From an optimization exercise on the open Yosys and OpenROAD flow, aimed at small area; shortcuts taken in it are not production practice. At most, simulation tests tie the RTL to the original design; equivalence was not proved. No driver is modelled on the clock port, so clock power and skew are understated where the tree is cut down; a real chip needs a root buffer or a tree. Power is estimated from default activity; no workload was simulated.

== v22 ==
// alu32_top
module alu32_top(
    input  wire        clk,
    input  wire [31:0] a,
    input  wire [31:0] b,
    input  wire [2:0]  op_code,
    output reg  [32:0] result,
    output reg         zero_flag,
    output reg         control_flag
    );
clock: 5.0 ns
lec_check: 0
cap_margin: 20
core_margin: 2
core_utilization: 40
slew_margin: 20
synth_hierarchical: 1
synth_minimum_keep_size: 0
standard.sh (not shown) runs the stock make flow with config.mk's settings and CLKGATE_MAP_FILE= SYNTH_SCRIPT=/design/flow/synth_recipe.tcl, a recipe that flattens the netlist after the stock synthesis.
==> flow/flow/run.sh <==
#!/bin/bash
# Standard ORFS layout with these changes: the port buffers use the smallest buffer cell;
# combinational cells are put at their smallest drive strength after floorplanning (the
# repair steps then size up only what timing needs); clock tree synthesis adds no dummy
# loads; power recovery downsizes non-critical cells after global routing.
set -euo pipefail
W=$(pwd)
bash standard.sh BUFFER_PORTS_ARGS="-buffer_cell sky130_fd_sc_hd__buf_1" \
  POST_FLOORPLAN_TCL="$W/flow/downsize.tcl" \
  CTS_ARGS="-sink_clustering_enable -repair_clock_nets -dont_use_dummy_load" \
  RECOVER_POWER=100 finish > make_finish.log 2>&1
==> flow/flow/downsize.tcl <==
# POST_FLOORPLAN hook: put every combinational cell at the smallest drive strength of its
# family; the later repair steps size up what timing needs.
set n 0
foreach inst [[ord::get_db_block] getInsts] {
  set m [$inst getMaster]
  set name [$m getName]
  if {![regexp {^(sky130_fd_sc_hd__[a-z0-9]+)_([0-9]+)$} $name -> base sz]} { continue }
  if {[string match {*df*} $base] || [string match {*clk*} $base] || [string match {*tap*} $base]
      || [string match {*conb*} $base] || [string match {*dl*} $base]} { continue }
  # leave the drivers of wide nets (the op-code decode) as synthesis sized them
  set fo 0
  foreach it [$inst getITerms] {
    if {[$it isOutputSignal] && [$it getNet] ne "NULL"} {
      set fo [expr {max($fo, [llength [[$it getNet] getITerms]] - 1)}]
    }
  }
  if {$fo > 6} { continue }
  set best ""
  set best_a 1e9
  foreach lc [get_lib_cells ${base}_*] {
    set ln [get_name $lc]
    if {![regexp "^${base}_\[0-9\]+\$" $ln]} { continue }
    if {[get_property $lc dont_use]} { continue }
    set a [get_property $lc area]
    if {$a < $best_a} { set best_a $a; set best $ln }
  }
  if {$best ne "" && $best ne $name} {
    $inst swapMaster [[ord::get_db] findMaster $best]
    incr n
  }
}
puts "downsize: replaced $n cells"
v22 | status: complete | timing, DRC, antenna: pass
Relative to v22, the following input files were edited for v4:
-- flow/config.mk --
<<< v22, line 9
export CORE_MARGIN = 2
export CORE_UTILIZATION = 40
export SLEW_MARGIN = 20
export SYNTH_HIERARCHICAL = 1
>>> v4, line 9
export CORE_MARGIN = 2
export CORE_UTILIZATION = 40
export GPL_TIMING_DRIVEN = 0
export SETUP_SLACK_MARGIN = -0.4
export SLEW_MARGIN = 20
export SYNTH_HIERARCHICAL = 1
[summary]
- v4 and v22: one clean run, v22; the rest did not finish clean.
- Per the comparison of v4 with v22, total design power was more or less identical, met3 track utilization from global routing went down by 0.18 points, design area was more or less identical.
No functional check of the RTL was part of any run of this note.

---

Another version of the RTL of alu32_top (not shown whole).
For scale: roughly 390 cells after synthesis, roughly 100 I/O pins, ~0.0042 mm² of cells after synthesis.
// alu32_top
module alu32_top(
    input  wire        clk,
    input  wire [31:0] a,
    input  wire [31:0] b,
    input  wire [2:0]  op_code,
    output reg  [32:0] result,
    output reg         zero_flag,
    output reg         control_flag
    );
clock: 5.0 ns
lec_check: 0
cap_margin: 20
core_margin: 2
core_utilization: 40
slew_margin: 20
synth_hierarchical: 1
synth_minimum_keep_size: 0
==> flow/flow/run.sh <==
#!/bin/bash
# Standard ORFS layout with these changes: the port buffers use the smallest buffer cell;
# combinational cells are put at their smallest drive strength after floorplanning (the
# repair steps then size up only what timing needs); clock tree synthesis adds no dummy
# loads; power recovery downsizes non-critical cells after global routing.
set -euo pipefail
W=$(pwd)
bash standard.sh BUFFER_PORTS_ARGS="-buffer_cell sky130_fd_sc_hd__buf_1" \
  POST_FLOORPLAN_TCL="$W/flow/downsize.tcl" \
  CTS_ARGS="-sink_clustering_enable -repair_clock_nets -dont_use_dummy_load" \
  GPL_KEEP_OVERFLOW=0 RECOVER_POWER=100 finish > make_finish.log 2>&1
Scripts as last shown in full above: flow/flow/downsize.tcl
==> next run, changes <==
--- a/flow/flow/run.sh
+++ b/flow/flow/run.sh
@@ -9,3 +9,3 @@
   POST_FLOORPLAN_TCL="$W/flow/downsize.tcl" \
   CTS_ARGS="-sink_clustering_enable -repair_clock_nets -dont_use_dummy_load" \
-  GPL_KEEP_OVERFLOW=0 RECOVER_POWER=100 finish > make_finish.log 2>&1
+  RECOVER_POWER=100 finish > make_finish.log 2>&1
The changed run produced a clean layout.
Global-route usage climbs by 0.23 points.
Clock skew is about the same.
Setup slack improves by 92 ps.
Count of clock-buffer cells in the layout does not change.
Sequential power barely changes.
Synthesized cell count stays the same.
Die area does not change.
Power decreases by 1.4%.
Final area drops by 1.3%.
No functional check of the RTL was part of any run of this note.

---

Setup of onyx:
Another version of the RTL of alu32_top (not shown whole).
Size: roughly 390 cells after synthesis, ~100 I/O pins, ~0.0043 mm² of cells after synthesis.
clock: 5.0 ns
lec_check: 0
cap_margin: 20
core_margin: 2
core_utilization: 55
slew_margin: 20
synth_hierarchical: 1
synth_minimum_keep_size: 0
==> flow/flow/run.sh <==
#!/bin/bash
# Standard ORFS layout with these changes: the port buffers use the smallest buffer cell;
# every combinational cell is put at its smallest drive strength after floorplanning (the
# repair steps then size up only what timing needs); after clock tree synthesis its tree is
# replaced by a smaller two-level one (flow/mycts.tcl: the clock port drives one inv_8, which
# drives two clkinv_16, each clocking half the flip-flops); power recovery downsizes
# non-critical cells after global routing.
set -euo pipefail
W=$(pwd)
bash standard.sh BUFFER_PORTS_ARGS="-buffer_cell sky130_fd_sc_hd__buf_1" \
  POST_FLOORPLAN_TCL="$W/flow/downsize.tcl" POST_CTS_TCL="$W/flow/mycts.tcl" \
  CTS_ARGS="-sink_clustering_enable -repair_clock_nets -dont_use_dummy_load" \
  RECOVER_POWER=100 finish > make_finish.log 2>&1
==> flow/flow/downsize.tcl <==
# POST_FLOORPLAN hook: put every combinational cell at the smallest drive strength of its
# family; the later repair steps size up what timing needs.
set n 0
foreach inst [[ord::get_db_block] getInsts] {
  set m [$inst getMaster]
  set name [$m getName]
  if {![regexp {^(sky130_fd_sc_hd__[a-z0-9]+)_([0-9]+)$} $name -> base sz]} { continue }
  if {[string match {*df*} $base] || [string match {*clk*} $base] || [string match {*tap*} $base]
      || [string match {*conb*} $base] || [string match {*dl*} $base]} { continue }
  set best ""
  set best_a 1e9
  foreach lc [get_lib_cells ${base}_*] {
    set ln [get_name $lc]
    if {![regexp "^${base}_\[0-9\]+\$" $ln]} { continue }
    if {[get_property $lc dont_use]} { continue }
    set a [get_property $lc area]
    if {$a < $best_a} { set best_a $a; set best $ln }
  }
  if {$best ne "" && $best ne $name} {
    $inst swapMaster [[ord::get_db] findMaster $best]
    incr n
  }
}
puts "downsize: replaced $n cells"
Other scripts of this flow, unchanged in this note and not shown: flow/flow/mycts.tcl
Input changes introduced in ember (baseline for comparison: onyx):
- swapping 55 for 40 in CORE_UTILIZATION
--- outcome ---
In terms of total power of the final layout, onyx and ember differ only marginally. Looking at wire length reported by the detailed router across both flows, ember is the weaker of the two, with onyx ahead. Changes observed in ember relative to onyx: sequential power closely matched the old numbers, die outline area increased 0.0031 mm².
--- input diff ember..willow ---
- setting GPL_TIMING_DRIVEN to 0 for the first time
--- a/flow/flow/downsize.tcl
+++ b/flow/flow/downsize.tcl
@@ -8,4 +8,12 @@
   if {[string match {*df*} $base] || [string match {*clk*} $base] || [string match {*tap*} $base]
       || [string match {*conb*} $base] || [string match {*dl*} $base]} { continue }
+  # leave the drivers of wide nets (the op-code decode) as synthesis sized them
+  set fo 0
+  foreach it [$inst getITerms] {
+    if {[$it isOutputSignal] && [$it getNet] ne "NULL"} {
+      set fo [expr {max($fo, [llength [[$it getNet] getITerms]] - 1)}]
+    }
+  }
+  if {$fo > 6} { continue }
   set best ""
   set best_a 1e9
--- outcome ---
As far as total standard cell area after synthesis goes, ember and willow are indistinguishable; the numbers are identical.
Compared with ember, willow shows a final weighted congestion in routability-driven placement that is about 3.6% higher.
When willow is set beside ember, its final area turns out to be 2.1% larger.
Going from ember to willow, met1 global-route usage decreased by 0.22 points relative to the old numbers; area occupied by registers has remained practically unchanged.
In willow the final worst setup slack turned out 0.18 ns lower than in ember.
willow vs ember: total length of routed wires down slightly
Critical path depth: lower on ember
willow vs ember, cell with the biggest individual delay on the critical path: dfxtp_2 vs dfxtp_1
Compared with ember, in willow length in cells of the worst reg-to-reg path now sits higher; ratio of total power to cell area now sits lower.
#### Input delta (garnet over willow)
--- a/flow/flow/downsize.tcl
+++ b/flow/flow/downsize.tcl
@@ -8,12 +8,4 @@
   if {[string match {*df*} $base] || [string match {*clk*} $base] || [string match {*tap*} $base]
       || [string match {*conb*} $base] || [string match {*dl*} $base]} { continue }
-  # leave the drivers of wide nets (the op-code decode) as synthesis sized them
-  set fo 0
-  foreach it [$inst getITerms] {
-    if {[$it isOutputSignal] && [$it getNet] ne "NULL"} {
-      set fo [expr {max($fo, [llength [[$it getNet] getITerms]] - 1)}]
-    }
-  }
-  if {$fo > 6} { continue }
   set best ""
   set best_a 1e9
==> results.txt <==
- garnet gives less headroom to the max-slew limit than willow did.
- Lower fmax goes to willow over garnet.
- garnet against willow: routed wire length was more or less identical, global-route usage over all layers up 0.15 points, first-pass GRT wire length about even, time the final worst path needs with I/O delays and setup down 0.17 ns, core utilization lost 0.35 points.
- Delta(combinational group share of total power, garnet - willow) < 0
- Number of standard cells in the layout, taps in and fillers out delta (garnet -> willow): insignificant
- garnet vs. willow: met1 track demand over resource in global routing went up by 0.72 points.
In every run of this note, the design's own scripts or RTL, not TritonCTS, make the clock network.

==> port drivers added, routing unchanged <==
The results above use ideal ports. As a check the final layouts listed here were re-extracted and re-timed, cells and wires unchanged. Step 1 sets driving cells, clkbuf_16 on the clock port and buf_2 on the other inputs (assumed; they add their load-dependent delay and slew). Step 2 adds t to the input delays and takes it off the output delays; t is the mean of the earliest and latest rising clock arrival at the registers after step 1. Input paths then give back, and output paths get back, about the clock's delay inside the block. a / b / c = ideal / step 1 / step 2; a / b = the first two.
run | t, ns | setup WS [ns] | worst setup path at the end
v22 | 0.384 | 0.429 / 0.429 / 0.429 | register to register
v4 | 0.390 | -0.045 / -0.045 / -0.045 | register to register
the first run of note 2 | 0.381 | 0.447 / 0.447 / 0.447 | register to register
the second run of note 2 | 0.381 | 0.538 / 0.538 / 0.538 | register to register
onyx | 0.206 | 0.509 / 0.509 / 0.509 | register to register
ember | 0.203 | 0.469 / 0.469 / 0.469 | register to register
willow | 0.202 | 0.285 / 0.285 / 0.285 | register to register
garnet | 0.200 | 0.457 / 0.457 / 0.457 | register to register
